Context: an optimization exercise on an open-source flow, tuned for small area. The choices shown serve that exercise and are no tape-out recipe.
The RTL was checked by simulation tests, not by an equivalence proof against the original design.
The clock port is modelled as an ideal driver, which makes a skipped or thinned clock tree look cheaper than it is; a real chip needs a root buffer or a tree.

Setup of the reference run:
Design top, start of the top module:
module top (
    input        clk,
    input        reset,
    input        button_start,
    input        button_clear,
    input        button_difficulity,
    input        button_hammer,
    input  [4:0] swith,
    output [4:0] LED,
    output [6:0] seg,
    output [3:0] digit_select
);
export LEC_CHECK = 0
export CAP_MARGIN = 0
export CORE_MARGIN = 2
export CORE_UTILIZATION = 70
export CTS_BUF_LIST = sky130_fd_sc_hd__clkbuf_8
export CTS_CLUSTER_SIZE = 30
export SLEW_MARGIN = 0
create_clock -name core_clock -period 10.0 [get_ports {clk}]
standard.sh (not shown) runs the stock make flow with config.mk's settings and CLKGATE_MAP_FILE= SYNTH_SCRIPT=/design/flow/synth_recipe.tcl, a recipe that flattens the netlist after the stock synthesis.
==> flow/flow/run.sh <==
#!/bin/bash
set -euo pipefail
cd "$(dirname "$0")/.."
cp config.mk config_own.mk
cat >> config_own.mk <<'EOC'
export BUFFER_PORTS_ARGS = -buffer_cell sky130_fd_sc_hd__buf_1
export CTS_ARGS = -sink_clustering_enable -repair_clock_nets -buf_list sky130_fd_sc_hd__clkbuf_8 -dont_use_dummy_load
EOC
sed "s#DESIGN_CONFIG=[^ ]*#DESIGN_CONFIG=$PWD/config_own.mk#" standard.sh > standard_own.sh
bash standard_own.sh cts > flow_standard_to_cts.log 2>&1
RES=$(ls -d "$PWD"/orfs/results/*/top/base)
CTS_ODB=$RES/4_cts.odb MAX_LEAF_SINKS=18 openroad -no_init -exit flow/merge_cts.tcl > flow_merge_cts.log 2>&1
bash standard_own.sh > flow_standard_finish.log 2>&1
Other scripts of this flow, unchanged in this note and not shown: flow/flow/merge_cts.tcl
For the trial run, these inputs were changed with respect to the reference run:
-- flow/design.v --
<<< the reference run, line 58
    wire [1:0] sel      = R[4:3];
    wire [1:0] sel_next = R_inc[4:3];
    localparam [1:0] S_IDLE = 2'd0, S_CD = 2'd1, S_PLAY = 2'd2, S_GO = 2'd3;
    reg [1:0] state, prev;
    reg [1:0] diff_reg;
    reg       clr_cd, clr_gt, clr_sc;
>>> the trial run, line 58
    wire [1:0] sel      = R[4:3];
    wire [1:0] sel_next = R_inc[4:3];
    localparam [1:0] S_IDLE = 2'd0, S_CD = 2'd1, S_PLAY = 2'd3, S_GO = 2'd2;
    reg [1:0] state;
    reg       pp, pc;       
    reg [1:0] diff_reg;
    reg       clr_cd, clr_gt, clr_sc;
<<< the reference run, line 66
    reg [3:0] ro;           
    reg [7:0] score;
    wire en_cd   = (prev == S_CD);
    wire E       = (prev == S_PLAY);
    wire cd_done = (c5 == 3'd0);
    wire gt_done = (rt == 2'd0) && (ro == 4'd0);
>>> the trial run, line 67
    reg [3:0] ro;           
    reg [7:0] score;
    wire en_cd   = pc;
    wire E       = pp;
    wire cd_done = (c5 == 3'd0);
    wire gt_done = (rt == 2'd0) && (ro == 4'd0);
<<< the reference run, line 83
        if (reset) begin
            state    <= S_IDLE;
            prev     <= S_IDLE;
            diff_reg <= 2'd0;
            clr_cd   <= 1'b1;
>>> the trial run, line 84
        if (reset) begin
            state    <= S_IDLE;
            pp       <= 1'b0;
            pc       <= 1'b0;
            diff_reg <= 2'd0;
            clr_cd   <= 1'b1;
<<< the reference run, line 90
        end else begin
            state <= nstate;
            prev  <= state;
            if ((state == S_IDLE || state == S_GO) && diff_p)
                diff_reg <= dl;
>>> the trial run, line 92
        end else begin
            state <= nstate;
            pp    <= (state == S_PLAY);
            pc    <= (state == S_CD);
            if ((state == S_IDLE || state == S_GO) && diff_p)
                diff_reg <= dl;
<<< the reference run, line 98
                end
                S_CD: begin
                    clr_cd <= (prev != S_CD) | start_p;
                    clr_gt <= 1'b1; clr_sc <= 1'b1;
                end
                S_PLAY: begin
                    clr_cd <= start_p;
                    clr_gt <= (prev != S_PLAY) | clear_p | start_p;
                    clr_sc <= clear_p | start_p;
                end
>>> the trial run, line 101
                end
                S_CD: begin
                    clr_cd <= ~pc | start_p;
                    clr_gt <= 1'b1; clr_sc <= 1'b1;
                end
                S_PLAY: begin
                    clr_cd <= start_p;
                    clr_gt <= ~pp | clear_p | start_p;
                    clr_sc <= clear_p | start_p;
                end
<<< the reference run, line 220
                      default: nib_n = score[3:0];
                  endcase
            default: nib_n = state[1] ? score[7:4] : 4'd0;
        endcase
    end
>>> the trial run, line 223
                      default: nib_n = score[3:0];
                  endcase
            default: nib_n = state[1] ? score[7:4] : 4'd0;    
        endcase
    end
### Flow results
The trial run reached the end of the flow, and the finished layout is clean on the timing, DRC and antenna checks. Changes observed in the trial run relative to the reference run: tightest hold margin shows a reduction of 20 ps, total setup buffers inserted after CTS shows no meaningful change, global placer's final weighted congestion shows an increase of about 1.5%, clock network contribution to total cell area shows no meaningful change, fraction of synthesized area in multiplexers shows an increase of 1.5 points. Global-route usage over all layers in the trial run is 0.76 points lower than in the reference run. Summary of the trial run over the reference run: global routing met3 resource utilization increased 1.5 points, die width decreased 0.61 um, fraction of the cycle the final worst path needs essentially unchanged, design area decreased about 1.6%.

## static timing again, ports no longer ideal
Ports are ideal in the flow. The routed layouts listed here were re-timed in OpenROAD. Step 1 assumes that a clkbuf_16 drives the clock port and a buf_2 every other input. Step 2 also shifts input and output timing later by t, the mid clock arrival at the registers, as if the neighbouring blocks saw the same clock. Three values: ideal, step 1, step 2; two values: the first two.
| run | t (ns) | setup WS [ns] | worst setup path at the end |
|---|---|---|---|
| the reference run | 0.393 | 6.537 / 6.506 / 6.638 | input, reset recovery |
| the trial run | 0.395 | 6.539 / 6.509 / 6.588 | input, reset recovery |
After both steps every run listed still meets setup and hold. The worst setup slack also covers recovery checks on asynchronous resets.
